What follows belongs to an exercise in optimizing a design on an open flow for small area; a production flow would make more cautious choices. Where RTL was checked, it was by simulation tests only, not by an equivalence proof against the original. Function not checked in run 1: the RTL went through the layout flow alone.

## flow/design.v (module list and top-level ports; edited modules follow where they fit)
// module Mul_Add: 3339 lines
// module Second_CNN_Sub: 48 lines
// module Second_CNN: 46 lines
module Second_CNN(
clk,
rst_n,
Din_Valid,
Cal_Valid,
Din,
Dout0,
Dout1,
Dout2,
Dout3,
Dout4,
Dout5,
Dout6,
Dout7
);
  // ...
==> flow/flow/run.sh <==
#!/bin/bash
# Standard layout, with one extra netlist step between synthesis and floorplan:
# flow/polarity.py removes the inverters Yosys's full-adder extraction leaves
# around the sky130 fa cells (registers and their names are untouched).
set -euo pipefail
R=orfs/results/${FLOW_PLATFORM}/Second_CNN/base
bash standard.sh synth > synth.log 2>&1
cp $R/1_2_yosys.v yosys_netlist_orig.v
python3 flow/polarity.py yosys_netlist_orig.v $R/1_2_yosys.v > polarity.log 2>&1
rm -f $R/1_synth.odb $R/1_synth.sdc
bash standard.sh > layout.log 2>&1
==> flow/flow/polarity.py <==
#!/usr/bin/env python3
"""Remove inverters around full adders in a Yosys netlist.

A full adder is self-dual: FA(~a, ~b, ~c) = (~sum, ~cout).  Yosys's
extract_fa leaves an inverter on most adder pins.  This pass collapses every
inverter, chooses for each sky130 fa cell whether it computes its signals in
true or complemented form, and then puts back one inverter for each signal
that some reader needs in the other polarity.  The function of every output
and register input is unchanged; no register is touched.

usage: polarity.py IN.v OUT.v
"""
import re, sys, random

src = open(sys.argv[1]).read()

INV_RE = re.compile(r'^sky130_fd_sc_hd__(inv|clkinv)_\d+$')
FA_RE = re.compile(r'^sky130_fd_sc_hd__fa_\d+$')
OUT_PINS = {'X', 'Y', 'Q', 'Q_N', 'SUM', 'COUT', 'HI', 'LO'}

m = re.search(r'^module\s+(\S+)\s*\(', src, re.M)
body_start = src.index(';', m.end()) + 1
end = src.rindex('endmodule')

# instances: "  TYPE NAME (\n    .PIN(NET),\n ... );"
inst_re = re.compile(r'^  (sky130_fd_sc_hd__\w+)\s+(\S+)\s*\((.*?)\);\n', re.M | re.S)
pin_re = re.compile(r'\.(\w+)\(\s*(.*?)\s*\)\s*(?:,|$)', re.S)
cells = []
for mm in inst_re.finditer(src, body_start, end):
    pins = {}
    for p, n in pin_re.findall(mm.group(3)):
        pins[p] = n
    cells.append({'type': mm.group(1), 'name': mm.group(2), 'pins': pins,
                  'span': (mm.start(), mm.end())})

ports = set()
for mm in re.finditer(r'^\s*(input|output|inout)\s+(\[[^\]]*\]\s*)?(\S+);', src[:end], re.M):
    ports.add(mm.group(3))
assigns = re.findall(r'^\s*assign\s+(.*?)\s*=\s*(.*?);', src[body_start:end], re.M)
assign_nets = set()
for a, b in assigns:
    for x in (a, b):
        assign_nets.add(x.strip())

def is_port_net(n):
    base = n.split('[')[0].strip()
    return base in ports or n in assign_nets or base in assign_nets

def is_const(n):
    return "'" in n

drv = {}
for c in cells:
    for p, n in c['pins'].items():
        if p in OUT_PINS:
            drv[n] = c

# collapsible inverters: input a plain net, output not a port / assign
invs = {}
for c in cells:
    if INV_RE.match(c['type']):
        a, y = c['pins'].get('A'), c['pins'].get('Y')
        if a is None or y is None or is_const(a) or is_port_net(y):
            continue
        invs[y] = c

def root(n):
    par = 0
    seen = 0
    while n in invs and seen < 100:
        n = invs[n]['pins']['A']; par ^= 1; seen += 1
    return n, par

# consumers: (cell, pin, base, parity) for every non-removed input pin
fas = [c for c in cells if FA_RE.match(c['type'])]
fa_idx = {id(c): i for i, c in enumerate(fas)}
cons = []           # list of [cellid or None, pin, base, parity, fa index or -1]
sig_cons = {}       # base -> list of consumer indices
for c in cells:
    if INV_RE.match(c['type']) and c['pins'].get('Y') in invs:
        continue
    for p, n in c['pins'].items():
        if p in OUT_PINS or is_const(n):
            continue
        b, par = root(n)
        fi = fa_idx.get(id(c), -1)
        cons.append((c, p, b, par, fi))
        sig_cons.setdefault(b, []).append(len(cons) - 1)
# a flipped adder output read by a port or an assign would change it: never flip those
fixed_fa = set()
for n in list(drv):
    if is_port_net(n) and id(drv[n]) in fa_idx:
        fixed_fa.add(fa_idx[id(drv[n])])

# FA-driven bases: which fa drives the base
base_drv_fa = {}
for b in sig_cons:
    d = drv.get(b)
    if d is not None and id(d) in fa_idx:
        base_drv_fa[b] = fa_idx[id(d)]

f = [0] * len(fas)
fa_in = [[] for _ in fas]     # bases read by fa
fa_out = [[] for _ in fas]    # bases driven by fa (in sig_cons)
for b, lst in sig_cons.items():
    for ci in lst:
        fi = cons[ci][4]
        if fi >= 0 and b not in fa_in[fi]:
            fa_in[fi].append(b)
    if b in base_drv_fa:
        fa_out[base_drv_fa[b]].append(b)

def cost(b):
    pd = f[base_drv_fa[b]] if b in base_drv_fa else 0
    for ci in sig_cons[b]:
        _, _, _, par, fi = cons[ci]
        r = par ^ (f[fi] if fi >= 0 else 0)
        if r != pd:
            return 1
    return 0

def local_cost(i):
    bs = set(fa_in[i]) | set(fa_out[i])
    return sum(cost(b) for b in bs)

before = sum(cost(b) for b in sig_cons)
random.seed(1)
for it in range(50):
    changed = 0
    order = list(range(len(fas)))
    random.shuffle(order)
    for i in order:
        if i in fixed_fa:
            continue
        c0 = local_cost(i)
        f[i] ^= 1
        c1 = local_cost(i)
        if c1 < c0 or (c1 == c0 and random.random() < 0.1 and it < 30):
            changed += (c1 < c0)
        else:
            f[i] ^= 1
    if changed == 0 and it >= 30:
        break
after = sum(cost(b) for b in sig_cons)
sys.stderr.write(f'polarity: {len(invs)} inverters collapsed, {len(fas)} adders, '
                 f'{sum(f)} flipped, inverters needed {before} -> {after}\n')

# rebuild
newpins = {}        # (id(cell), pin) -> net
new_inv = []
new_wires = []
k = 0
for b, lst in sig_cons.items():
    pd = f[base_drv_fa[b]] if b in base_drv_fa else 0
    inv_net = None
    for ci in lst:
        c, p, _, par, fi = cons[ci]
        r = par ^ (f[fi] if fi >= 0 else 0)
        if r == pd:
            newpins[(id(c), p)] = b
        else:
            if inv_net is None:
                k += 1
                inv_net = f'pol_n{k}'
                new_wires.append(inv_net)
                new_inv.append((f'pol_inv{k}', b, inv_net))
            newpins[(id(c), p)] = inv_net

removed = set(id(c) for c in invs.values())
out = []
pos = 0
for c in cells:
    s, e = c['span']
    out.append(src[pos:s]); pos = e
    if id(c) in removed:
        continue
    pins = c['pins']
    lines = [f"  {c['type']} {c['name']} ("]
    items = []
    for p, n in pins.items():
        nn = newpins.get((id(c), p), n)
        if nn.startswith('\\'):
            nn += ' '
        items.append(f'    .{p}({nn})')
    lines.append(',\n'.join(items))
    lines.append('  );\n')
    out.append('\n'.join(lines))
rest = src[pos:]
ei = rest.rindex('endmodule')
add = ''.join(f'  wire {w};\n' for w in new_wires)
add += ''.join(f'  sky130_fd_sc_hd__inv_1 {n} (\n    .A({a}{" " if a.startswith(chr(92)) else ""}),\n    .Y({y})\n  );\n' for n, a, y in new_inv)
out.append(rest[:ei] + add + rest[ei:])
open(sys.argv[2], 'w').write(''.join(out))
==> flow/standard.sh <==
#!/bin/bash
# synth_recipe.tcl (not shown) runs the flow's synth.tcl, then flattens the netlist and writes it again
# the make line also repeats each setting of config.mk as NAME=value (left out here)
make -C /OpenROAD-flow-scripts/flow DESIGN_CONFIG=/design/flow/config.mk WORK_HOME=/design/flow/orfs CLKGATE_MAP_FILE= SYNTH_SCRIPT=/design/flow/synth_recipe.tcl "${@:-finish}"
==> flow/config.mk <==
export PLATFORM = sky130hd
export DESIGN_NAME = Second_CNN
export DESIGN_NICKNAME = Second_CNN
export VERILOG_FILES = /design/flow/design.v
export SDC_FILE = /design/flow/constraint.sdc
export NUM_CORES = 4
export LEC_CHECK = 0
export CAP_MARGIN = 0
export CORE_MARGIN = 2
export CORE_UTILIZATION = 55
export GPL_TIMING_DRIVEN = 0
export SLEW_MARGIN = 0
==> flow/constraint.sdc <==
create_clock -name core_clock -period 8.0 [get_ports {clk}]
set_input_delay 1.6000 -clock core_clock [delete_from_list [all_inputs] [get_ports {clk}]]
set_output_delay 1.6000 -clock core_clock [all_outputs]
set_load 0.01 [all_outputs]
==> results.toml, run 1 <==
[clock_network]
ctsHoldBuffers = 0
cts_buffer_depth = 3
cts_buffers = 51

[global_routing]
grt.busiest_layer = "met2"
met2_usage_pct = 60.6
grt_usage_pct = 38.7
grt_pass1_vias = 25400

[status]
failed_checks = "negative setup slack"
outcome = "failed layout checks"

[worst_setup_path]
reg2reg_from = "Second_CNN_Sub.m[8]"
worstSetupStartpoint = "Second_CNN_Sub.m[8]"

[routing]
drc = 0
avgViaCountPerCell = 5.89

[floorplanning]
rows = 96
well_tap_count = 931

[flow_run]
maxCapViolCount = 0

[timing]
setup_viol = 1
holdWs_ns = 0.291
tightestPinTransition_ns = 1.42
setup_slack_ns = -0.00769
setup_tns_ns = -0.00769

[finish]
multi_input_area_share_pct = 52.1
multi_input_gates = 1711
nClkBuffers = 63
area_growth_pct = 16.6
stdcell_count = 3931
fillers = 4962

[yosys]
synth.avg_cell_area_um2 = 14.4
==> run 2: changes to the inputs <==
--- a/flow/design.v
+++ b/flow/design.v
@@ -1127,19 +1127,19 @@
     assign s145 = c126 ^ s141 ^ s143;
     wire c146;
     assign c146 = (c126 & s141) | (c126 & s143) | (s141 & s143);
     wire s147;
     assign s147 = y8[9] ^ c128 ^ s145;
     wire c148;
     assign c148 = (y8[9] & c128) | (y8[9] & s145) | (c128 & s145);
     wire s149;
-    assign s149 = s147 ^ c130;
+    assign s149 = s147 ^ c130 ^ c132;
     wire c150;
-    assign c150 = s147 & c130;
+    assign c150 = (s147 & c130) | (s147 & c132) | (c130 & c132);
     wire s151;
     assign s151 = x0[5] ^ ~x5[5] ^ c134;
     wire c152;
     assign c152 = (x0[5] & ~x5[5]) | (x0[5] & c134) | (~x5[5] & c134);
     wire s153;
     assign s153 = c136 ^ s151 ^ c138;
     wire c154;
     assign c154 = (c136 & s151) | (c136 & c138) | (s151 & c138);
@@ -1195,21 +1195,21 @@
     assign s179 = s177 ^ c170 ^ c172;
     wire c180;
     assign c180 = (s177 & c170) | (s177 & c172) | (c170 & c172);
     wire s181;
     assign s181 = 1'b1 ^ c176 ^ ~y11[9];
     wire c182;
     assign c182 = (1'b1 & c176) | (1'b1 & ~y11[9]) | (c176 & ~y11[9]);
     wire s183;
-    assign s183 = c178 ^ s181;
+    assign s183 = c178 ^ s181 ^ c180;
     wire c184;
-    assign c184 = c178 & s181;
-    wire [15:0] ra = {c182, c180, c174, c164, c150, c132, s131, s109, c72, s71, s51, s35, s19, s9, s3, s1};
-    wire [15:0] rb = {c184, s183, s179, s173, s163, s149, 1'b0, s111, s91, 1'b0, 1'b0, 1'b0, s21, s11, s5, 1'b0};
+    assign c184 = (c178 & s181) | (c178 & c180) | (s181 & c180);
+    wire [15:0] ra = {c182, s183, c174, c164, c150, s149, s131, s109, c72, s71, s51, s35, s19, s9, s3, s1};
+    wire [15:0] rb = {c184, 1'b0, s179, s173, s163, 1'b0, 1'b0, s111, s91, 1'b0, 1'b0, 1'b0, s21, s11, s5, 1'b0};
     assign S = ra + rb;
   assign S1 = S;
   end endgenerate
   generate if (1) begin : k2
   wire [15:0] S;
     wire s1;
     assign s1 = x0[0] ^ ~x8[0] ^ ~y15[0];
     wire c2;
@@ -1218,47 +1218,47 @@
     assign s3 = 1'b1 ^ x0[1] ^ ~x8[1];
     wire c4;
     assign c4 = (1'b1 & x0[1]) | (1'b1 & ~x8[1]) | (x0[1] & ~x8[1]);
     wire s5;
     assign s5 = s3 ^ ~y15[1] ^ y19[1];
     wire c6;
     assign c6 = (s3 & ~y15[1]) | (s3 & y19[1]) | (~y15[1] & y19[1]);
     wire s7;
-    assign s7 = c2 ^ y17[0];
+    assign s7 = c2 ^ y17[0] ^ s5;
     wire c8;
-    assign c8 = c2 & y17[0];
+    assign c8 = (c2 & y17[0]) | (c2 & s5) | (y17[0] & s5);
     wire s9;
     assign s9 = x0[2] ^ ~x8[2] ^ c4;
     wire c10;
     assign c10 = (x0[2] & ~x8[2]) | (x0[2] & c4) | (~x8[2] & c4);
     wire s11;
-    assign s11 = s9 ^ c8 ^ ~y15[2];
+    assign s11 = s9 ^ ~y15[2] ^ y19[2];
     wire c12;
-    assign c12 = (s9 & c8) | (s9 & ~y15[2]) | (c8 & ~y15[2]);
+    assign c12 = (s9 & ~y15[2]) | (s9 & y19[2]) | (~y15[2] & y19[2]);
     wire s13;
-    assign s13 = y19[2] ^ c6 ^ y17[1];
+    assign s13 = c6 ^ y17[1] ^ c8;
     wire c14;
-    assign c14 = (y19[2] & c6) | (y19[2] & y17[1]) | (c6 & y17[1]);
+    assign c14 = (c6 & y17[1]) | (c6 & c8) | (y17[1] & c8);
     wire s15;
     assign s15 = x0[3] ^ x1[0] ^ ~x8[3];
     wire c16;
     assign c16 = (x0[3] & x1[0]) | (x0[3] & ~x8[3]) | (x1[0] & ~x8[3]);
     wire s17;
     assign s17 = s15 ^ c10 ^ y10[0];
     wire c18;
     assign c18 = (s15 & c10) | (s15 & y10[0]) | (c10 & y10[0]);
     wire s19;
     assign s19 = s17 ^ ~y15[3] ^ y19[3];
     wire c20;
     assign c20 = (s17 & ~y15[3]) | (s17 & y19[3]) | (~y15[3] & y19[3]);
     wire s21;
-    assign s21 = c12 ^ c14 ^ y17[2];
+    assign s21 = c12 ^ y17[2] ^ c14;
     wire c22;
-    assign c22 = (c12 & c14) | (c12 & y17[2]) | (c14 & y17[2]);
+    assign c22 = (c12 & y17[2]) | (c12 & c14) | (y17[2] & c14);
     wire s23;
     assign s23 = 1'b1 ^ x0[4] ^ x1[1];
     wire c24;
     assign c24 = (1'b1 & x0[4]) | (1'b1 & x1[1]) | (x0[4] & x1[1]);
     wire s25;
     assign s25 = ~x8[4] ^ ~x8[0] ^ c16;
     wire c26;
     assign c26 = (~x8[4] & ~x8[0]) | (~x8[4] & c16) | (~x8[0] & c16);
@@ -1482,58 +1482,58 @@
     assign s135 = s133 ^ y20[7] ^ c126;
     wire c136;
     assign c136 = (s133 & y20[7]) | (s133 & c126) | (y20[7] & c126);
     wire s137;
     assign s137 = s135 ^ y10[9] ^ c128;
     wire c138;
     assign c138 = (s135 & y10[9]) | (s135 & c128) | (y10[9] & c128);
     wire s139;
-    assign s139 = s137 ^ c130;
+    assign s139 = s137 ^ c130 ^ c132;
     wire c140;
-    assign c140 = s137 & c130;
+    assign c140 = (s137 & c130) | (s137 & c132) | (c130 & c132);
     wire s141;
     assign s141 = 1'b1 ^ c134 ^ y20[8];
     wire c142;
     assign c142 = (1'b1 & c134) | (1'b1 & y20[8]) | (c134 & y20[8]);
     wire s143;
     assign s143 = c136 ^ s141 ^ ~y10[10];
     wire c144;
     assign c144 = (c136 & s141) | (c136 & ~y10[10]) | (s141 & ~y10[10]);
     wire s145;
-    assign s145 = c138 ^ s143 ^ c140;
+    assign s145 = c138 ^ s143;
     wire c146;
-    assign c146 = (c138 & s143) | (c138 & c140) | (s143 & c140);
+    assign c146 = c138 & s143;
     wire s147;
     assign s147 = y20[9] ^ c142 ^ c144;
     wire c148;
     assign c148 = (y20[9] & c142) | (y20[9] & c144) | (c142 & c144);
-    wire [15:0] ra = {~y20[10], c146, s145, c132, c122, c110, c96, s95, s77, s63, s45, s33, s19, s11, s5, y19[0]};
-    wire [15:0] rb = {c148, s147, 1'b0, s139, s131, s121, s109, 1'b0, s79, 1'b0, s47, 1'b0, s21, s13, s7, s1};
+    wire [15:0] ra = {~y20[10], c146, c140, s139, c122, c110, c96, s95, s77, s63, s45, s33, s19, s11, s7, y19[0]};
+    wire [15:0] rb = {c148, s147, s145, 1'b0, s131, s121, s109, 1'b0, s79, 1'b0, s47, 1'b0, s21, s13, 1'b0, s1};
     assign S = ra + rb;
   assign S2 = S;
   end endgenerate
   generate if (1) begin : k3
   wire [15:0] S;
     wire s1;
-    assign s1 = ~x2[0] ^ ~x4[0];
+    assign s1 = ~x2[0] ^ ~x4[0] ^ y4[0];
     wire c2;
-    assign c2 = ~x2[0] & ~x4[0];
+    assign c2 = (~x2[0] & ~x4[0]) | (~x2[0] & y4[0]) | (~x4[0] & y4[0]);
     wire s3;
     assign s3 = 1'b1 ^ ~x2[1] ^ ~x4[1];
     wire c4;
     assign c4 = (1'b1 & ~x2[1]) | (1'b1 & ~x4[1]) | (~x2[1] & ~x4[1]);
     wire s5;
-    assign s5 = c2 ^ y15[0] ^ y19[0];
+    assign s5 = y15[0] ^ y19[0] ^ s3;
     wire c6;
-    assign c6 = (c2 & y15[0]) | (c2 & y19[0]) | (y15[0] & y19[0]);
+    assign c6 = (y15[0] & y19[0]) | (y15[0] & s3) | (y19[0] & s3);
     wire s7;
-    assign s7 = s3 ^ y4[1] ^ s5;
+    assign s7 = y4[1] ^ c2 ^ s5;
     wire c8;
-    assign c8 = (s3 & y4[1]) | (s3 & s5) | (y4[1] & s5);
+    assign c8 = (y4[1] & c2) | (y4[1] & s5) | (c2 & s5);
     wire s9;
     assign s9 = ~x2[2] ^ ~x4[2] ^ c4;
     wire c10;
     assign c10 = (~x2[2] & ~x4[2]) | (~x2[2] & c4) | (~x4[2] & c4);
     wire s11;
     assign s11 = y15[1] ^ y19[1] ^ c6;
     wire c12;
     assign c12 = (y15[1] & y19[1]) | (y15[1] & c6) | (y19[1] & c6);
@@ -1549,39 +1549,39 @@
     assign s17 = s15 ^ c10 ^ y15[2];
     wire c18;
     assign c18 = (s15 & c10) | (s15 & y15[2]) | (c10 & y15[2]);
     wire s19;
     assign s19 = y19[2] ^ c12 ^ y4[3];
     wire c20;
     assign c20 = (y19[2] & c12) | (y19[2] & y4[3]) | (c12 & y4[3]);
     wire s21;
-    assign s21 = c14 ^ s17;
+    assign s21 = c14 ^ s17 ^ s19;
     wire c22;
-    assign c22 = c14 & s17;
+    assign c22 = (c14 & s17) | (c14 & s19) | (s17 & s19);
     wire s23;
     assign s23 = ~x2[4] ^ ~x4[4] ^ x5[1];
     wire c24;
     assign c24 = (~x2[4] & ~x4[4]) | (~x2[4] & x5[1]) | (~x4[4] & x5[1]);
     wire s25;
     assign s25 = x6[0] ^ c16 ^ y15[0];
     wire c26;
     assign c26 = (x6[0] & c16) | (x6[0] & y15[0]) | (c16 & y15[0]);
     wire s27;
     assign s27 = s23 ^ s25 ^ y15[3];
     wire c28;
     assign c28 = (s23 & s25) | (s23 & y15[3]) | (s25 & y15[3]);
     wire s29;
-    assign s29 = y19[3] ^ c18 ^ c22;
+    assign s29 = y19[3] ^ c18 ^ y4[4];
     wire c30;
-    assign c30 = (y19[3] & c18) | (y19[3] & c22) | (c18 & c22);
+    assign c30 = (y19[3] & c18) | (y19[3] & y4[4]) | (c18 & y4[4]);
     wire s31;
-    assign s31 = y4[4] ^ c20 ^ s27;
+    assign s31 = c20 ^ s27 ^ c22;
     wire c32;
-    assign c32 = (y4[4] & c20) | (y4[4] & s27) | (c20 & s27);
+    assign c32 = (c20 & s27) | (c20 & c22) | (s27 & c22);
     wire s33;
     assign s33 = 1'b1 ^ ~x2[5] ^ ~x2[0];
     wire c34;
     assign c34 = (1'b1 & ~x2[5]) | (1'b1 & ~x2[0]) | (~x2[5] & ~x2[0]);
     wire s35;
     assign s35 = ~x4[5] ^ x5[2] ^ x6[1];
     wire c36;
     assign c36 = (~x4[5] & x5[2]) | (~x4[5] & x6[1]) | (x5[2] & x6[1]);
@@ -1593,23 +1593,23 @@
     assign s39 = s35 ^ y15[1] ^ c26;
     wire c40;
     assign c40 = (s35 & y15[1]) | (s35 & c26) | (y15[1] & c26);
     wire s41;
     assign s41 = s37 ^ s39 ^ y15[4];
     wire c42;
     assign c42 = (s37 & s39) | (s37 & y15[4]) | (s39 & y15[4]);
     wire s43;
-    assign s43 = y19[4] ^ c28 ^ c30;
+    assign s43 = y19[4] ^ c28 ^ y4[5];
     wire c44;
-    assign c44 = (y19[4] & c28) | (y19[4] & c30) | (c28 & c30);
+    assign c44 = (y19[4] & c28) | (y19[4] & y4[5]) | (c28 & y4[5]);
     wire s45;
-    assign s45 = y4[5] ^ c32 ^ s41;
+    assign s45 = c30 ^ s41 ^ c32;
     wire c46;
-    assign c46 = (y4[5] & c32) | (y4[5] & s41) | (c32 & s41);
+    assign c46 = (c30 & s41) | (c30 & c32) | (s41 & c32);
     wire s47;
     assign s47 = 1'b1 ^ ~x2[6] ^ ~x2[1];
     wire c48;
     assign c48 = (1'b1 & ~x2[6]) | (1'b1 & ~x2[1]) | (~x2[6] & ~x2[1]);
     wire s49;
     assign s49 = ~x4[6] ^ x5[3] ^ x6[2];
     wire c50;
     assign c50 = (~x4[6] & x5[3]) | (~x4[6] & x6[2]) | (x5[3] & x6[2]);
@@ -1629,23 +1629,23 @@
     assign s57 = c40 ^ s53 ^ s55;
     wire c58;
     assign c58 = (c40 & s53) | (c40 & s55) | (s53 & s55);
     wire s59;
     assign s59 = s57 ^ y15[5] ^ y19[5];
     wire c60;
     assign c60 = (s57 & y15[5]) | (s57 & y19[5]) | (y15[5] & y19[5]);
     wire s61;
-    assign s61 = c42 ^ c44 ^ y4[6];
+    assign s61 = c42 ^ y4[6] ^ c44;
     wire c62;
-    assign c62 = (c42 & c44) | (c42 & y4[6]) | (c44 & y4[6]);
+    assign c62 = (c42 & y4[6]) | (c42 & c44) | (y4[6] & c44);
     wire s63;
-    assign s63 = c46 ^ s59;
+    assign s63 = s59 ^ c46 ^ s61;
     wire c64;
-    assign c64 = c46 & s59;
+    assign c64 = (s59 & c46) | (s59 & s61) | (c46 & s61);
     wire s65;
     assign s65 = 1'b1 ^ x2[7] ^ ~x2[2];
     wire c66;
     assign c66 = (1'b1 & x2[7]) | (1'b1 & ~x2[2]) | (x2[7] & ~x2[2]);
     wire s67;
     assign s67 = x4[7] ^ x5[4] ^ x6[3];
     wire c68;
     assign c68 = (x4[7] & x5[4]) | (x4[7] & x6[3]) | (x5[4] & x6[3]);
@@ -1669,23 +1669,23 @@
     assign s77 = y15[3] ^ c56 ^ s75;
     wire c78;
     assign c78 = (y15[3] & c56) | (y15[3] & s75) | (c56 & s75);
     wire s79;
     assign s79 = c58 ^ s77 ^ y15[6];
     wire c80;
     assign c80 = (c58 & s77) | (c58 & y15[6]) | (s77 & y15[6]);
     wire s81;
-    assign s81 = y19[6] ^ c60 ^ c64;
+    assign s81 = y19[6] ^ c60 ^ y4[7];
     wire c82;
-    assign c82 = (y19[6] & c60) | (y19[6] & c64) | (c60 & c64);
+    assign c82 = (y19[6] & c60) | (y19[6] & y4[7]) | (c60 & y4[7]);
     wire s83;
-    assign s83 = y4[7] ^ c62 ^ s79;
+    assign s83 = c62 ^ s79 ^ c64;
     wire c84;
-    assign c84 = (y4[7] & c62) | (y4[7] & s79) | (c62 & s79);
+    assign c84 = (c62 & s79) | (c62 & c64) | (s79 & c64);
     wire s85;
     assign s85 = ~x2[3] ^ x5[5] ^ x6[4];
     wire c86;
     assign c86 = (~x2[3] & x5[5]) | (~x2[3] & x6[4]) | (x5[5] & x6[4]);
     wire s87;
     assign s87 = ~x7[2] ^ c66 ^ c68;
     wire c88;
     assign c88 = (~x7[2] & c66) | (~x7[2] & c68) | (c66 & c68);
@@ -1705,23 +1705,23 @@
     assign s95 = s91 ^ y15[4] ^ c78;
     wire c96;
     assign c96 = (s91 & y15[4]) | (s91 & c78) | (y15[4] & c78);
     wire s97;
     assign s97 = s93 ^ s95 ^ y15[7];
     wire c98;
     assign c98 = (s93 & s95) | (s93 & y15[7]) | (s95 & y15[7]);
     wire s99;
-    assign s99 = y19[7] ^ c80 ^ c82;
+    assign s99 = y19[7] ^ c80 ^ ~y4[8];
     wire c100;
-    assign c100 = (y19[7] & c80) | (y19[7] & c82) | (c80 & c82);
+    assign c100 = (y19[7] & c80) | (y19[7] & ~y4[8]) | (c80 & ~y4[8]);
     wire s101;
-    assign s101 = ~y4[8] ^ c84 ^ s97;
+    assign s101 = c82 ^ s97 ^ s99;
     wire c102;
-    assign c102 = (~y4[8] & c84) | (~y4[8] & s97) | (c84 & s97);
+    assign c102 = (c82 & s97) | (c82 & s99) | (s97 & s99);
     wire s103;
     assign s103 = 1'b1 ^ ~x2[4] ^ x5[6];
     wire c104;
     assign c104 = (1'b1 & ~x2[4]) | (1'b1 & x5[6]) | (~x2[4] & x5[6]);
     wire s105;
     assign s105 = x6[5] ^ ~x7[3] ^ c86;
     wire c106;
     assign c106 = (x6[5] & ~x7[3]) | (x6[5] & c86) | (~x7[3] & c86);
@@ -1745,19 +1745,19 @@
     assign s115 = c96 ^ s113 ^ y15[8];
     wire c116;
     assign c116 = (c96 & s113) | (c96 & y15[8]) | (s113 & y15[8]);
     wire s117;
     assign s117 = y19[8] ^ c98 ^ c100;
     wire c118;
     assign c118 = (y19[8] & c98) | (y19[8] & c100) | (c98 & c100);
     wire s119;
-    assign s119 = s115 ^ c102;
+    assign s119 = s115 ^ c102 ^ s117;
     wire c120;
-    assign c120 = s115 & c102;
+    assign c120 = (s115 & c102) | (s115 & s117) | (c102 & s117);
     wire s121;
     assign s121 = 1'b1 ^ ~x2[5] ^ ~x5[7];
     wire c122;
     assign c122 = (1'b1 & ~x2[5]) | (1'b1 & ~x5[7]) | (~x2[5] & ~x5[7]);
     wire s123;
     assign s123 = x6[6] ^ ~x7[4] ^ c104;
     wire c124;
     assign c124 = (x6[6] & ~x7[4]) | (x6[6] & c104) | (~x7[4] & c104);
@@ -1781,19 +1781,19 @@
     assign s133 = s129 ^ s131 ^ y15[9];
     wire c134;
     assign c134 = (s129 & s131) | (s129 & y15[9]) | (s131 & y15[9]);
     wire s135;
     assign s135 = ~y19[9] ^ c116 ^ c118;
     wire c136;
     assign c136 = (~y19[9] & c116) | (~y19[9] & c118) | (c116 & c118);
     wire s137;
-    assign s137 = c120 ^ s133;
+    assign s137 = s133 ^ c120 ^ s135;
     wire c138;
-    assign c138 = c120 & s133;
+    assign c138 = (s133 & c120) | (s133 & s135) | (c120 & s135);
     wire s139;
     assign s139 = 1'b1 ^ ~x2[6] ^ ~x6[7];
     wire c140;
     assign c140 = (1'b1 & ~x2[6]) | (1'b1 & ~x6[7]) | (~x2[6] & ~x6[7]);
     wire s141;
     assign s141 = ~x7[5] ^ c122 ^ s139;
     wire c142;
     assign c142 = (~x7[5] & c122) | (~x7[5] & s139) | (c122 & s139);
@@ -1813,19 +1813,19 @@
     assign s149 = y15[7] ^ c132 ^ s147;
     wire c150;
     assign c150 = (y15[7] & c132) | (y15[7] & s147) | (c132 & s147);
     wire s151;
     assign s151 = s149 ^ y15[10] ^ c134;
     wire c152;
     assign c152 = (s149 & y15[10]) | (s149 & c134) | (y15[10] & c134);
     wire s153;
-    assign s153 = c138 ^ c136 ^ s151;
+    assign s153 = c136 ^ s151 ^ c138;
     wire c154;
-    assign c154 = (c138 & c136) | (c138 & s151) | (c136 & s151);
+    assign c154 = (c136 & s151) | (c136 & c138) | (s151 & c138);
     wire s155;
     assign s155 = x2[7] ^ ~x7[6] ^ c140;
     wire c156;
     assign c156 = (x2[7] & ~x7[6]) | (x2[7] & c140) | (~x7[6] & c140);
     wire s157;
     assign s157 = c142 ^ s155 ^ c144;
     wire c158;
     assign c158 = (c142 & s155) | (c142 & c144) | (s155 & c144);
@@ -1868,18 +1868,18 @@
     wire s177;
     assign s177 = s175 ^ c172 ^ y15[10];
     wire c178;
     assign c178 = (s175 & c172) | (s175 & y15[10]) | (c172 & y15[10]);
     wire s179;
     assign s179 = 1'b1 ^ y1[8] ^ c176;
     wire s180;
     assign s180 = s179 ^ ~y15[11] ^ c178;
-    wire [15:0] ra = {s180, c174, c166, c154, s153, s135, s117, s99, s81, s61, s43, s29, s19, s11, s7, y4[0]};
-    wire [15:0] rb = {1'b0, s177, s173, s165, 1'b0, s137, s119, s101, s83, s63, s45, s31, s21, s13, 1'b0, s1};
+    wire [15:0] ra = {s180, c174, c166, c154, s153, s137, s119, c84, s81, s63, s43, s29, s21, s11, s7, s1};
+    wire [15:0] rb = {1'b0, s177, s173, s165, 1'b0, 1'b0, 1'b0, s101, s83, 1'b0, s45, s31, 1'b0, s13, 1'b0, 1'b0};
     assign S = ra + rb;
   assign S3 = S;
   end endgenerate
   generate if (1) begin : k4
   wire [15:0] S;
     wire s1;
     assign s1 = 1'b1 ^ ~x3[0] ^ ~y8[0];
     wire c2;
@@ -1892,35 +1892,35 @@
     assign s5 = ~x3[1] ^ ~y2[0] ^ ~y8[1];
     wire c6;
     assign c6 = (~x3[1] & ~y2[0]) | (~x3[1] & ~y8[1]) | (~y2[0] & ~y8[1]);
     wire s7;
     assign s7 = ~y14[1] ^ c2 ^ y16[1];
     wire c8;
     assign c8 = (~y14[1] & c2) | (~y14[1] & y16[1]) | (c2 & y16[1]);
     wire s9;
-    assign s9 = c4 ^ s5;
+    assign s9 = c4 ^ s5 ^ s7;
     wire c10;
-    assign c10 = c4 & s5;
+    assign c10 = (c4 & s5) | (c4 & s7) | (s5 & s7);
     wire s11;
     assign s11 = 1'b1 ^ x2[0] ^ ~x3[2];
     wire c12;
     assign c12 = (1'b1 & x2[0]) | (1'b1 & ~x3[2]) | (x2[0] & ~x3[2]);
     wire s13;
     assign s13 = s11 ^ ~y2[1] ^ ~y8[2];
     wire c14;
     assign c14 = (s11 & ~y2[1]) | (s11 & ~y8[2]) | (~y2[1] & ~y8[2]);
     wire s15;
-    assign s15 = ~y14[2] ^ c6 ^ c10;
+    assign s15 = ~y14[2] ^ c6 ^ c8;
     wire c16;
-    assign c16 = (~y14[2] & c6) | (~y14[2] & c10) | (c6 & c10);
+    assign c16 = (~y14[2] & c6) | (~y14[2] & c8) | (c6 & c8);
     wire s17;
-    assign s17 = c8 ^ y16[2] ^ s13;
+    assign s17 = y16[2] ^ s13 ^ c10;
     wire c18;
-    assign c18 = (c8 & y16[2]) | (c8 & s13) | (y16[2] & s13);
+    assign c18 = (y16[2] & s13) | (y16[2] & c10) | (s13 & c10);
     wire s19;
     assign s19 = 1'b1 ^ x2[1] ^ ~x3[3];
     wire c20;
     assign c20 = (1'b1 & x2[1]) | (1'b1 & ~x3[3]) | (x2[1] & ~x3[3]);
     wire s21;
     assign s21 = c12 ^ y1[0] ^ ~y14[0];
     wire c22;
     assign c22 = (c12 & y1[0]) | (c12 & ~y14[0]) | (y1[0] & ~y14[0]);
@@ -1932,19 +1932,19 @@
     assign s25 = ~y8[3] ^ ~y14[3] ^ c14;
     wire c26;
     assign c26 = (~y8[3] & ~y14[3]) | (~y8[3] & c14) | (~y14[3] & c14);
     wire s27;
     assign s27 = s23 ^ c16 ^ y16[3];
     wire c28;
     assign c28 = (s23 & c16) | (s23 & y16[3]) | (c16 & y16[3]);
     wire s29;
-    assign s29 = c18 ^ s25;
+    assign s29 = s25 ^ c18 ^ s27;
     wire c30;
-    assign c30 = c18 & s25;
+    assign c30 = (s25 & c18) | (s25 & s27) | (c18 & s27);
     wire s31;
     assign s31 = 1'b1 ^ x2[2] ^ ~x3[4];
     wire c32;
     assign c32 = (1'b1 & x2[2]) | (1'b1 & ~x3[4]) | (x2[2] & ~x3[4]);
     wire s33;
     assign s33 = x8[0] ^ c20 ^ ~y2[0];
     wire c34;
     assign c34 = (x8[0] & c20) | (x8[0] & ~y2[0]) | (c20 & ~y2[0]);
@@ -1960,23 +1960,23 @@
     assign s39 = s35 ^ s37 ^ ~y2[3];
     wire c40;
     assign c40 = (s35 & s37) | (s35 & ~y2[3]) | (s37 & ~y2[3]);
     wire s41;
     assign s41 = c24 ^ ~y8[4] ^ ~y14[4];
     wire c42;
     assign c42 = (c24 & ~y8[4]) | (c24 & ~y14[4]) | (~y8[4] & ~y14[4]);
     wire s43;
-    assign s43 = c26 ^ s39 ^ c30;
+    assign s43 = c26 ^ s39 ^ y16[4];
     wire c44;
-    assign c44 = (c26 & s39) | (c26 & c30) | (s39 & c30);
+    assign c44 = (c26 & s39) | (c26 & y16[4]) | (s39 & y16[4]);
     wire s45;
-    assign s45 = y16[4] ^ c28 ^ s41;
+    assign s45 = c28 ^ s41 ^ c30;
     wire c46;
-    assign c46 = (y16[4] & c28) | (y16[4] & s41) | (c28 & s41);
+    assign c46 = (c28 & s41) | (c28 & c30) | (s41 & c30);
     wire s47;
     assign s47 = 1'b1 ^ x2[3] ^ ~x3[5];
     wire c48;
     assign c48 = (1'b1 & x2[3]) | (1'b1 & ~x3[5]) | (x2[3] & ~x3[5]);
     wire s49;
     assign s49 = x8[1] ^ c32 ^ y14[0];
     wire c50;
     assign c50 = (x8[1] & c32) | (x8[1] & y14[0]) | (c32 & y14[0]);
@@ -2000,23 +2000,23 @@
     assign s59 = s55 ^ s57 ^ ~y2[4];
     wire c60;
     assign c60 = (s55 & s57) | (s55 & ~y2[4]) | (s57 & ~y2[4]);
     wire s61;
     assign s61 = c40 ^ ~y8[5] ^ ~y14[5];
     wire c62;
     assign c62 = (c40 & ~y8[5]) | (c40 & ~y14[5]) | (~y8[5] & ~y14[5]);
     wire s63;
-    assign s63 = c42 ^ s59 ^ c44;
+    assign s63 = c42 ^ s59 ^ y16[5];
     wire c64;
-    assign c64 = (c42 & s59) | (c42 & c44) | (s59 & c44);
+    assign c64 = (c42 & s59) | (c42 & y16[5]) | (s59 & y16[5]);
     wire s65;
-    assign s65 = y16[5] ^ c46 ^ s61;
+    assign s65 = c44 ^ s61 ^ c46;
     wire c66;
-    assign c66 = (y16[5] & c46) | (y16[5] & s61) | (c46 & s61);
+    assign c66 = (c44 & s61) | (c44 & c46) | (s61 & c46);
     wire s67;
     assign s67 = 1'b1 ^ x2[4] ^ ~x3[6];
     wire c68;
     assign c68 = (1'b1 & x2[4]) | (1'b1 & ~x3[6]) | (x2[4] & ~x3[6]);
     wire s69;
     assign s69 = x8[2] ^ c48 ^ ~y21[0];
     wire c70;
     assign c70 = (x8[2] & c48) | (x8[2] & ~y21[0]) | (c48 & ~y21[0]);
@@ -2048,23 +2048,23 @@
     assign s83 = ~y2[5] ^ c60 ^ ~y8[6];
     wire c84;
     assign c84 = (~y2[5] & c60) | (~y2[5] & ~y8[6]) | (c60 & ~y8[6]);
     wire s85;
     assign s85 = ~y14[6] ^ c62 ^ s81;
     wire c86;
     assign c86 = (~y14[6] & c62) | (~y14[6] & s81) | (c62 & s81);
     wire s87;
-    assign s87 = c64 ^ y16[6] ^ c66;
+    assign s87 = y16[6] ^ c64 ^ s83;
     wire c88;
-    assign c88 = (c64 & y16[6]) | (c64 & c66) | (y16[6] & c66);
+    assign c88 = (y16[6] & c64) | (y16[6] & s83) | (c64 & s83);
     wire s89;
-    assign s89 = s83 ^ s85;
+    assign s89 = s85 ^ c66 ^ s87;
     wire c90;
-    assign c90 = s83 & s85;
+    assign c90 = (s85 & c66) | (s85 & s87) | (c66 & s87);
     wire s91;
     assign s91 = 1'b1 ^ x2[5] ^ x3[7];
     wire c92;
     assign c92 = (1'b1 & x2[5]) | (1'b1 & x3[7]) | (x2[5] & x3[7]);
     wire s93;
     assign s93 = x8[3] ^ c68 ^ s91;
     wire c94;
     assign c94 = (x8[3] & c68) | (x8[3] & s91) | (c68 & s91);
@@ -2100,23 +2100,23 @@
     assign s109 = ~y2[6] ^ ~y8[7] ^ ~y14[7];
     wire c110;
     assign c110 = (~y2[6] & ~y8[7]) | (~y2[6] & ~y14[7]) | (~y8[7] & ~y14[7]);
     wire s111;
     assign s111 = c84 ^ c86 ^ s107;
     wire c112;
     assign c112 = (c84 & c86) | (c84 & s107) | (c86 & s107);
     wire s113;
-    assign s113 = c90 ^ y16[7] ^ c88;
+    assign s113 = y16[7] ^ c88 ^ s109;
     wire c114;
-    assign c114 = (c90 & y16[7]) | (c90 & c88) | (y16[7] & c88);
+    assign c114 = (y16[7] & c88) | (y16[7] & s109) | (c88 & s109);
     wire s115;
-    assign s115 = s109 ^ s111;
+    assign s115 = s111 ^ c90 ^ s113;
     wire c116;
-    assign c116 = s109 & s111;
+    assign c116 = (s111 & c90) | (s111 & s113) | (c90 & s113);
     wire s117;
     assign s117 = 1'b1 ^ x2[6] ^ x8[4];
     wire c118;
     assign c118 = (1'b1 & x2[6]) | (1'b1 & x8[4]) | (x2[6] & x8[4]);
     wire s119;
     assign s119 = c92 ^ s117 ^ c94;
     wire c120;
     assign c120 = (c92 & s117) | (c92 & c94) | (s117 & c94);
@@ -2152,23 +2152,23 @@
     assign s135 = ~y2[7] ^ ~y8[8] ^ ~y14[8];
     wire c136;
     assign c136 = (~y2[7] & ~y8[8]) | (~y2[7] & ~y14[8]) | (~y8[8] & ~y14[8]);
     wire s137;
     assign s137 = c110 ^ c112 ^ s133;
     wire c138;
     assign c138 = (c110 & c112) | (c110 & s133) | (c112 & s133);
     wire s139;
-    assign s139 = c116 ^ y16[8] ^ s135;
+    assign s139 = y16[8] ^ s135 ^ c114;
     wire c140;
-    assign c140 = (c116 & y16[8]) | (c116 & s135) | (y16[8] & s135);
+    assign c140 = (y16[8] & s135) | (y16[8] & c114) | (s135 & c114);
     wire s141;
-    assign s141 = c114 ^ s137;
+    assign s141 = s137 ^ c116 ^ s139;
     wire c142;
-    assign c142 = c114 & s137;
+    assign c142 = (s137 & c116) | (s137 & s139) | (c116 & s139);
     wire s143;
     assign s143 = ~x2[7] ^ x8[5] ^ c118;
     wire c144;
     assign c144 = (~x2[7] & x8[5]) | (~x2[7] & c118) | (x8[5] & c118);
     wire s145;
     assign s145 = s143 ^ c120 ^ ~y21[3];
     wire c146;
     assign c146 = (s143 & c120) | (s143 & ~y21[3]) | (c120 & ~y21[3]);
@@ -2200,23 +2200,23 @@
     assign s159 = s155 ^ y2[8] ^ ~y8[9];
     wire c160;
     assign c160 = (s155 & y2[8]) | (s155 & ~y8[9]) | (y2[8] & ~y8[9]);
     wire s161;
     assign s161 = ~y14[9] ^ c136 ^ s157;
     wire c162;
     assign c162 = (~y14[9] & c136) | (~y14[9] & s157) | (c136 & s157);
     wire s163;
-    assign s163 = c138 ^ c142 ^ ~y16[9];
+    assign s163 = c138 ^ ~y16[9] ^ s159;
     wire c164;
-    assign c164 = (c138 & c142) | (c138 & ~y16[9]) | (c142 & ~y16[9]);
+    assign c164 = (c138 & ~y16[9]) | (c138 & s159) | (~y16[9] & s159);
     wire s165;
-    assign s165 = c140 ^ s159 ^ s161;
+    assign s165 = s161 ^ c140 ^ s163;
     wire c166;
-    assign c166 = (c140 & s159) | (c140 & s161) | (s159 & s161);
+    assign c166 = (s161 & c140) | (s161 & s163) | (c140 & s163);
     wire s167;
     assign s167 = x8[6] ^ c144 ^ ~y21[4];
     wire c168;
     assign c168 = (x8[6] & c144) | (x8[6] & ~y21[4]) | (c144 & ~y21[4]);
     wire s169;
     assign s169 = c146 ^ y14[5] ^ ~y18[5];
     wire c170;
     assign c170 = (c146 & y14[5]) | (c146 & ~y18[5]) | (y14[5] & ~y18[5]);
@@ -2244,19 +2244,19 @@
     assign s181 = s177 ^ y8[10] ^ y14[10];
     wire c182;
     assign c182 = (s177 & y8[10]) | (s177 & y14[10]) | (y8[10] & y14[10]);
     wire s183;
     assign s183 = c160 ^ c162 ^ s179;
     wire c184;
     assign c184 = (c160 & c162) | (c160 & s179) | (c162 & s179);
     wire s185;
-    assign s185 = c164 ^ c166 ^ s181;
+    assign s185 = c164 ^ s181 ^ s183;
     wire c186;
-    assign c186 = (c164 & c166) | (c164 & s181) | (c166 & s181);
+    assign c186 = (c164 & s181) | (c164 & s183) | (s181 & s183);
     wire s187;
     assign s187 = ~x8[7] ^ ~y21[5] ^ c168;
     wire c188;
     assign c188 = (~x8[7] & ~y21[5]) | (~x8[7] & c168) | (~y21[5] & c168);
     wire s189;
     assign s189 = y14[6] ^ ~y18[6] ^ c170;
     wire c190;
     assign c190 = (y14[6] & ~y18[6]) | (y14[6] & c170) | (~y18[6] & c170);
@@ -2343,18 +2343,18 @@
     wire s231;
     assign s231 = c222 ^ c224 ^ s229;
     wire c232;
     assign c232 = (c222 & c224) | (c222 & s229) | (c224 & s229);
     wire s233;
     assign s233 = 1'b1 ^ ~y14[10] ^ c228;
     wire s234;
     assign s234 = c230 ^ s233 ^ c232;
-    wire [15:0] ra = {s234, c226, c216, s215, c186, s183, s163, s139, s113, s87, s63, s43, s27, s15, s7, s3};
-    wire [15:0] rb = {1'b0, s231, s225, 1'b0, s201, s185, s165, s141, s115, s89, s65, s45, s29, s17, s9, 1'b0};
+    wire [15:0] ra = {s234, c226, c216, s215, c186, c166, c142, s141, s115, s89, s63, s43, s29, s15, s9, s3};
+    wire [15:0] rb = {1'b0, s231, s225, 1'b0, s201, s185, s165, 1'b0, 1'b0, 1'b0, s65, s45, 1'b0, s17, 1'b0, 1'b0};
     assign S = ra + rb;
   assign S4 = S;
   end endgenerate
   generate if (1) begin : k5
   wire [15:0] S;
     wire s1;
     assign s1 = 1'b1 ^ ~x1[0] ^ y0[0];
     wire c2;
@@ -2375,63 +2375,63 @@
     assign s9 = y9[0] ^ ~y21[1] ^ c4;
     wire c10;
     assign c10 = (y9[0] & ~y21[1]) | (y9[0] & c4) | (~y21[1] & c4);
     wire s11;
     assign s11 = s7 ^ y0[2] ^ y13[2];
     wire c12;
     assign c12 = (s7 & y0[2]) | (s7 & y13[2]) | (y0[2] & y13[2]);
     wire s13;
-    assign s13 = c6 ^ s9;
+    assign s13 = c6 ^ s9 ^ s11;
     wire c14;
-    assign c14 = c6 & s9;
+    assign c14 = (c6 & s9) | (c6 & s11) | (s9 & s11);
     wire s15;
     assign s15 = ~x1[3] ^ y3[0] ^ ~y2[1];
     wire c16;
     assign c16 = (~x1[3] & y3[0]) | (~x1[3] & ~y2[1]) | (y3[0] & ~y2[1]);
     wire s17;
     assign s17 = y9[1] ^ c8 ^ ~y21[2];
     wire c18;
     assign c18 = (y9[1] & c8) | (y9[1] & ~y21[2]) | (c8 & ~y21[2]);
     wire s19;
-    assign s19 = c10 ^ s15 ^ c14;
+    assign s19 = c10 ^ s15 ^ y0[3];
     wire c20;
-    assign c20 = (c10 & s15) | (c10 & c14) | (s15 & c14);
+    assign c20 = (c10 & s15) | (c10 & y0[3]) | (s15 & y0[3]);
     wire s21;
-    assign s21 = y0[3] ^ y13[3] ^ c12;
+    assign s21 = y13[3] ^ c12 ^ s17;
     wire c22;
-    assign c22 = (y0[3] & y13[3]) | (y0[3] & c12) | (y13[3] & c12);
+    assign c22 = (y13[3] & c12) | (y13[3] & s17) | (c12 & s17);
     wire s23;
-    assign s23 = s17 ^ s19 ^ s21;
+    assign s23 = c14 ^ s19 ^ s21;
     wire c24;
-    assign c24 = (s17 & s19) | (s17 & s21) | (s19 & s21);
+    assign c24 = (c14 & s19) | (c14 & s21) | (s19 & s21);
     wire s25;
     assign s25 = ~x1[4] ^ y5[0] ^ y3[1];
     wire c26;
     assign c26 = (~x1[4] & y5[0]) | (~x1[4] & y3[1]) | (y5[0] & y3[1]);
     wire s27;
     assign s27 = ~y2[2] ^ y9[2] ^ c16;
     wire c28;
     assign c28 = (~y2[2] & y9[2]) | (~y2[2] & c16) | (y9[2] & c16);
     wire s29;
     assign s29 = s25 ^ ~y21[3] ^ c18;
     wire c30;
     assign c30 = (s25 & ~y21[3]) | (s25 & c18) | (~y21[3] & c18);
     wire s31;
-    assign s31 = s27 ^ c20 ^ y0[4];
+    assign s31 = s27 ^ y0[4] ^ y13[4];
     wire c32;
-    assign c32 = (s27 & c20) | (s27 & y0[4]) | (c20 & y0[4]);
+    assign c32 = (s27 & y0[4]) | (s27 & y13[4]) | (y0[4] & y13[4]);
     wire s33;
-    assign s33 = y13[4] ^ c22 ^ s29;
+    assign s33 = c20 ^ c22 ^ s29;
     wire c34;
-    assign c34 = (y13[4] & c22) | (y13[4] & s29) | (c22 & s29);
+    assign c34 = (c20 & c22) | (c20 & s29) | (c22 & s29);
     wire s35;
-    assign s35 = c24 ^ s31 ^ s33;
+    assign s35 = s31 ^ c24 ^ s33;
     wire c36;
-    assign c36 = (c24 & s31) | (c24 & s33) | (s31 & s33);
+    assign c36 = (s31 & c24) | (s31 & s33) | (c24 & s33);
     wire s37;
     assign s37 = 1'b1 ^ ~x1[5] ^ y5[1];
     wire c38;
     assign c38 = (1'b1 & ~x1[5]) | (1'b1 & y5[1]) | (~x1[5] & y5[1]);
     wire s39;
     assign s39 = ~y17[0] ^ y3[2] ^ c26;
     wire c40;
     assign c40 = (~y17[0] & y3[2]) | (~y17[0] & c26) | (y3[2] & c26);
@@ -2615,66 +2615,66 @@
     assign s129 = 1'b1 ^ ~y5[8] ^ ~y17[7];
     wire c130;
     assign c130 = (1'b1 & ~y5[8]) | (1'b1 & ~y17[7]) | (~y5[8] & ~y17[7]);
     wire s131;
     assign s131 = c122 ^ c124 ^ s129;
     wire c132;
     assign c132 = (c122 & c124) | (c122 & s129) | (c124 & s129);
     wire s133;
-    assign s133 = s131 ^ c126;
+    assign s133 = s131 ^ c126 ^ c128;
     wire c134;
-    assign c134 = s131 & c126;
+    assign c134 = (s131 & c126) | (s131 & c128) | (c126 & c128);
     wire s135;
     assign s135 = ~y17[8] ^ c130 ^ c132;
     wire c136;
     assign c136 = (~y17[8] & c130) | (~y17[8] & c132) | (c130 & c132);
     wire s137;
-    assign s137 = 1'b1 ^ ~y17[9];
+    assign s137 = 1'b1 ^ ~y17[9] ^ c136;
     wire c138;
-    assign c138 = 1'b1 & ~y17[9];
-    wire [15:0] ra = {y17[10], c136, c134, c128, c120, s119, s107, c80, s79, s61, s47, s35, s23, s11, s3, y13[0]};
-    wire [15:0] rb = {c138, s137, s135, s133, s127, 1'b0, 1'b0, s93, 1'b0, s63, s49, 1'b0, 1'b0, s13, s5, s1};
+    assign c138 = (1'b1 & ~y17[9]) | (1'b1 & c136) | (~y17[9] & c136);
+    wire [15:0] ra = {y17[10], s137, c134, s133, c120, s119, s107, c80, s79, s61, s47, s35, s23, s13, s3, y13[0]};
+    wire [15:0] rb = {c138, 1'b0, s135, 1'b0, s127, 1'b0, 1'b0, s93, 1'b0, s63, s49, 1'b0, 1'b0, 1'b0, s5, s1};
     assign S = ra + rb;
   assign S5 = S;
   end endgenerate
   generate if (1) begin : k6
   wire [15:0] S;
     wire s1;
     assign s1 = 1'b1 ^ x0[0] ^ ~x7[0];
     wire c2;
     assign c2 = (1'b1 & x0[0]) | (1'b1 & ~x7[0]) | (x0[0] & ~x7[0]);
     wire s3;
-    assign s3 = ~y8[0] ^ s1;
+    assign s3 = ~y8[0] ^ s1 ^ ~y10[0];
     wire c4;
-    assign c4 = ~y8[0] & s1;
+    assign c4 = (~y8[0] & s1) | (~y8[0] & ~y10[0]) | (s1 & ~y10[0]);
     wire s5;
     assign s5 = 1'b1 ^ x0[1] ^ ~x7[1];
     wire c6;
     assign c6 = (1'b1 & x0[1]) | (1'b1 & ~x7[1]) | (x0[1] & ~x7[1]);
     wire s7;
-    assign s7 = c2 ^ s5 ^ c4;
+    assign s7 = c2 ^ s5 ^ ~y8[1];
     wire c8;
-    assign c8 = (c2 & s5) | (c2 & c4) | (s5 & c4);
+    assign c8 = (c2 & s5) | (c2 & ~y8[1]) | (s5 & ~y8[1]);
     wire s9;
-    assign s9 = ~y8[1] ^ s7 ^ ~y10[1];
+    assign s9 = ~y10[1] ^ c4 ^ s7;
     wire c10;
-    assign c10 = (~y8[1] & s7) | (~y8[1] & ~y10[1]) | (s7 & ~y10[1]);
+    assign c10 = (~y10[1] & c4) | (~y10[1] & s7) | (c4 & s7);
     wire s11;
     assign s11 = x0[2] ^ ~x7[2] ^ c6;
     wire c12;
     assign c12 = (x0[2] & ~x7[2]) | (x0[2] & c6) | (~x7[2] & c6);
     wire s13;
     assign s13 = ~y2[0] ^ s11 ^ ~y6[0];
     wire c14;
     assign c14 = (~y2[0] & s11) | (~y2[0] & ~y6[0]) | (s11 & ~y6[0]);
     wire s15;
-    assign s15 = c8 ^ ~y8[2] ^ s13;
+    assign s15 = ~y8[2] ^ c8 ^ s13;
     wire c16;
-    assign c16 = (c8 & ~y8[2]) | (c8 & s13) | (~y8[2] & s13);
+    assign c16 = (~y8[2] & c8) | (~y8[2] & s13) | (c8 & s13);
     wire s17;
     assign s17 = c10 ^ ~y10[2] ^ s15;
     wire c18;
     assign c18 = (c10 & ~y10[2]) | (c10 & s15) | (~y10[2] & s15);
     wire s19;
     assign s19 = 1'b1 ^ x0[3] ^ ~x7[3];
     wire c20;
     assign c20 = (1'b1 & x0[3]) | (1'b1 & ~x7[3]) | (x0[3] & ~x7[3]);
@@ -2974,19 +2974,19 @@
     assign s167 = s163 ^ c148 ^ s165;
     wire c168;
     assign c168 = (s163 & c148) | (s163 & s165) | (c148 & s165);
     wire s169;
     assign s169 = y6[9] ^ c150 ^ s167;
     wire c170;
     assign c170 = (y6[9] & c150) | (y6[9] & s167) | (c150 & s167);
     wire s171;
-    assign s171 = c152 ^ s169;
+    assign s171 = c152 ^ s169 ^ c154;
     wire c172;
-    assign c172 = c152 & s169;
+    assign c172 = (c152 & s169) | (c152 & c154) | (s169 & c154);
     wire s173;
     assign s173 = 1'b1 ^ ~x7[6] ^ c156;
     wire c174;
     assign c174 = (1'b1 & ~x7[6]) | (1'b1 & c156) | (~x7[6] & c156);
     wire s175;
     assign s175 = c158 ^ s173 ^ ~y6[5];
     wire c176;
     assign c176 = (c158 & s173) | (c158 & ~y6[5]) | (s173 & ~y6[5]);
@@ -3039,43 +3039,43 @@
     wire c200;
     assign c200 = (c190 & ~y6[9]) | (c190 & c192) | (~y6[9] & c192);
     wire s201;
     assign s201 = s197 ^ c194 ^ s199;
     wire c202;
     assign c202 = (s197 & c194) | (s197 & s199) | (c194 & s199);
     wire s203;
     assign s203 = ~y6[8] ^ c198 ^ c200;
-    wire [15:0] ra = {c202, c196, c186, c172, c154, s151, s133, s113, c74, s71, s55, s39, s27, s17, s9, ~y10[0]};
-    wire [15:0] rb = {s203, s201, s195, s185, s171, s153, 1'b0, 1'b0, s93, s73, 1'b0, 1'b0, 1'b0, 1'b0, 1'b0, s3};
+    wire [15:0] ra = {c202, c196, c186, c172, s171, s151, s133, s113, c74, s71, s55, s39, s27, s17, s9, s3};
+    wire [15:0] rb = {s203, s201, s195, s185, 1'b0, s153, 1'b0, 1'b0, s93, s73, 1'b0, 1'b0, 1'b0, 1'b0, 1'b0, 1'b0};
     assign S = ra + rb;
   assign S6 = S;
   end endgenerate
   generate if (1) begin : k7
   wire [15:0] S;
     wire s1;
     assign s1 = 1'b1 ^ ~x1[0] ^ x6[0];
     wire c2;
     assign c2 = (1'b1 & ~x1[0]) | (1'b1 & x6[0]) | (~x1[0] & x6[0]);
     wire s3;
-    assign s3 = s1 ^ y8[1];
+    assign s3 = s1 ^ y8[1] ^ y20[1];
     wire c4;
-    assign c4 = s1 & y8[1];
+    assign c4 = (s1 & y8[1]) | (s1 & y20[1]) | (y8[1] & y20[1]);
     wire s5;
     assign s5 = ~x1[1] ^ x4[0] ^ x6[1];
     wire c6;
     assign c6 = (~x1[1] & x4[0]) | (~x1[1] & x6[1]) | (x4[0] & x6[1]);
     wire s7;
     assign s7 = c2 ^ y7[0] ^ s5;
     wire c8;
     assign c8 = (c2 & y7[0]) | (c2 & s5) | (y7[0] & s5);
     wire s9;
-    assign s9 = s7 ^ c4 ^ y8[2];
+    assign s9 = s7 ^ y8[2] ^ c4;
     wire c10;
-    assign c10 = (s7 & c4) | (s7 & y8[2]) | (c4 & y8[2]);
+    assign c10 = (s7 & y8[2]) | (s7 & c4) | (y8[2] & c4);
     wire s11;
     assign s11 = ~x1[2] ^ x4[1] ^ ~x5[0];
     wire c12;
     assign c12 = (~x1[2] & x4[1]) | (~x1[2] & ~x5[0]) | (x4[1] & ~x5[0]);
     wire s13;
     assign s13 = x6[2] ^ c6 ^ ~y5[0];
     wire c14;
     assign c14 = (x6[2] & c6) | (x6[2] & ~y5[0]) | (c6 & ~y5[0]);
@@ -3323,21 +3323,21 @@
     assign s135 = s133 ^ c128 ^ c130;
     wire c136;
     assign c136 = (s133 & c128) | (s133 & c130) | (c128 & c130);
     wire s137;
     assign s137 = 1'b1 ^ y5[8] ^ ~y9[9];
     wire c138;
     assign c138 = (1'b1 & y5[8]) | (1'b1 & ~y9[9]) | (y5[8] & ~y9[9]);
     wire s139;
-    assign s139 = c134 ^ s137;
+    assign s139 = c134 ^ s137 ^ c136;
     wire c140;
-    assign c140 = c134 & s137;
-    wire [15:0] ra = {1'b1, c138, c136, c132, c124, s121, s109, c82, c66, c50, s47, s33, s19, y20[2], y20[1], y8[0]};
-    wire [15:0] rb = {1'b0, c140, s139, s135, s131, s123, s111, s97, s81, s65, s49, 1'b0, 1'b0, s9, s3, y20[0]};
+    assign c140 = (c134 & s137) | (c134 & c136) | (s137 & c136);
+    wire [15:0] ra = {1'b1, c138, s139, c132, c124, s121, s109, c82, c66, c50, s47, s33, s19, y20[2], s3, y8[0]};
+    wire [15:0] rb = {1'b0, c140, 1'b0, s135, s131, s123, s111, s97, s81, s65, s49, 1'b0, 1'b0, s9, 1'b0, y20[0]};
     assign S = ra + rb;
   assign S7 = S;
   end endgenerate
 endmodule
 module Second_CNN_Sub(
     input clk,
     input rst_n,
     input Din_Valid,
==> flow/config.mk (replaced) <==
export PLATFORM = sky130hd
export DESIGN_NAME = Second_CNN
export DESIGN_NICKNAME = Second_CNN
export VERILOG_FILES = /design/flow/design.v
export SDC_FILE = /design/flow/constraint.sdc
export NUM_CORES = 4
export LEC_CHECK = 0
export CAP_MARGIN = 20
export CORE_MARGIN = 2
export CORE_UTILIZATION = 55
export SETUP_SLACK_MARGIN = 0.2
export SLEW_MARGIN = 20
==> run 2 against run 1 <==
Now clean on timing, DRC and antenna. Critical path depth shrank 1. Die area shrank 0.63%. Utilization is 1.2 points higher. Clock skew up 0.0063 ns. Worst hold slack hardly changed. Largest cell class unchanged.
==> results.toml, run 2 <==
[status]
outcome = "complete, no violations"

[finish]
layout_common_cells = "697 x fa_1, 410 x inv_1, 326 x buf_4, 320 x edfxtp_1, 153 x ha_1"
fin_nets = 4093
fillers = 4722
design_area_um2 = 45200
area_growth_pct = 19.0
drive_gt1_share_pct = 18.9
largest_reg_flops = 320
mostFrequentLayoutCell = "fa_1"
regMostFlops = "Second_CNN_Sub.lb"

[floorplanning]
rows = 96
ios = 140
dieArea_um2 = 71200
die_w_um = 267
core_area_um2 = 68500
initial_utilization_pct = 55.5
die_h_um = 267

[clock_network]
htree_levels = 2
ctsHoldBuffers = 0
cts.clk_slew.worst_paths_ns = 0.07
clockRootBuffer = "clkbuf_16"
cts_tree = "yes"
clock-sinks = 511
cts_buffer_depth = 3
clk_latency_ns = 0.65
cts_buffers = 51

[worst_setup_path]
slowest_stage = "fa_2"
reg2reg_from = "Second_CNN_Sub.lb[308]"
worstSetupStartpoint = "Second_CNN_Sub.lb[308]"
cp_data_required_time_ns = 8.45
arrival_ns = 8.29
path_max_fanout = 2
max_stage_delay_ns = 0.58
worstPathCellList = "nand2_4, inv_2, fa_1, fa_2, fa_1, inv_1, fa_1, fa_1, fa_1, fa_2, fa_2, fa_2, fa_2, fa_1, fa_2, fa_2, ha_4, a41o_1, a31o_2, a21oi_2, xor2_1, nor2_1"
crit_top_cell = "fa_2"
start_kind = "flop"
cp_top_family = "adder cells"
critPathKind = "flop to flop"
cp_num_buf_inv = 2
crit_path_end_kind = "flop"

[global_routing]
grt_max_degree = 207
grt_pass1_vias = 26400
grt_pass1_wl_um = 196000
grt_usage_pct = 41.3
antenna_found_initial = 5
overflow = 0

[routing]
final_antenna_net_count = 0
num_vias = 24300
avgViaCountPerCell = 5.98
routed_wl_um = 142000
first_pass_iters = 6
drc = 0
routedWlPerCell_um = 35.1
drt_iter0_markers = 2908

[timing]
tightestPinTransition_ns = 1.08
timing.final.crit_share_pct = 98.0
setup_viol = 0
rsz0062_at_grt = "yes"
slew_violations = 0
finalHoldViolCount = 0
max_slew_margin_pct = 27.9
max_freq_mhz = 128
skew_ns = 0.0566
setup_slack_ns = 0.160
timing.final.crit_period_ns = 7.84

[yosys]
synth_fp_nets = 3586
synth.avg_cell_area_um2 = 14.5
syn-instance-count = 2625
synth_warnings = 2
synth_area_um2 = 38000

[placed_design]
dpl_cell_area_um2 = 42900
detailed_place_hpwl_um = 118000
dp_slack_ns = -0.230
io_buffers = 139
gp_congestion = 1.08

[min_path]
min_from = "Second_CNN_Sub.d4[7]"
worstHoldPathType = "flop to flop"

[flow_run]
maxCapViolCount = 0
[run 2: path summary, 6_finish.rpt]
check	end	slack (ns)	cells after the start
min reg2reg	Second_CNN_Sub.d5[7]	0.29	0
max reg2reg	Dout6[14]	0.16	22
min	Second_CNN_Sub.d5[7]	0.29	0
max	Dout6[14]	0.16	22
min in group asynchronous	Dout2[2]	1.02	1
max in group asynchronous	Second_CNN_Sub.v[5]	5.41	2
[run 2: metrics by stage]
stage                     util (%)  hold WS [ns]  setup TNS, ns  std cells
final                         66.1         0.291              0       4057
after global routing          66.1         0.309              0       4056
after CTS                     65.4         0.304              0       4037
after detailed placement      62.6         0.312         -0.934       3932
after global placement        62.6         0.313         -0.118       3932
after floorplan                  -         0.310              0       2625
[run 2: per-layer routing]
| layer | routed length [um] | track usage, % | up-vias |
|---|---|---|---|
| li1 | - | - | 9420 |
| met1 | 54800 | 55.9 | 13000 |
| met2 | 66900 | 65.8 | 1489 |
| met3 | 13300 | 9.34 | 354 |
| met4 | 7380 | 15.7 | 6 |
| met5 | 37 | 0 | - |
[run 2: cell type report]
class | count | area [um2] | area share [%]
clock buffer | 66 | 1360 | 3.01
antenna | 1 | 2.50 | 0.00553
clock inverter | 29 | 277 | 0.611
tap | 882 | 1100 | 2.44
multi-input combinational | 1653 | 22600 | 49.9
sequential | 511 | 14200 | 31.4
inverter | 433 | 1650 | 3.64
timing repair buffer | 482 | 4080 | 9.01
[run 2: timing repair]
item                                    4_1_cts  5_1_grt
setup buffers                                10       19
endpoints found under the setup margin       22       23
pin swaps                                    15       48
gates resized for setup                      61      112
[run 2: worst register-to-register path: cells and delay by family (launching register included)]
family | cells | cell delay, ns
xor gates and xnor gates | 1 | 0.25
and+or+nand+nor | 2 | 0.23
adders and majority gates | 14 | 6.04
buffers and inverters | 2 | 0.11
AOI/OAI and AO/OA | 3 | 0.62
DFF | 1 | 0.45

## separate check: timing with driven ports
The results above use ideal ports. As a check the final layouts listed here were re-extracted and re-timed, cells and wires unchanged.
Step 1 (the two cells are an assumption about what drives the block):
set clk [get_ports {clk}]
set_driving_cell -lib_cell sky130_fd_sc_hd__clkbuf_16 $clk
set_driving_cell -lib_cell sky130_fd_sc_hd__buf_2 [delete_from_list [all_inputs] $clk]
Step 2, shift: input delay + t, output delay - t, t = (earliest + latest rising clock arrival at the registers) / 2. This alone moves slack from input paths to output paths.
Three values: no drivers, after step 1, after step 2; two values: the first two.
run	t (ns)	setup WS [ns]	worst data-port slew with drivers (ns)
run 1	0.703	-0.008 / -0.008 / -0.008	0.05
run 2	0.689	0.160 / 0.160 / 0.160	0.04
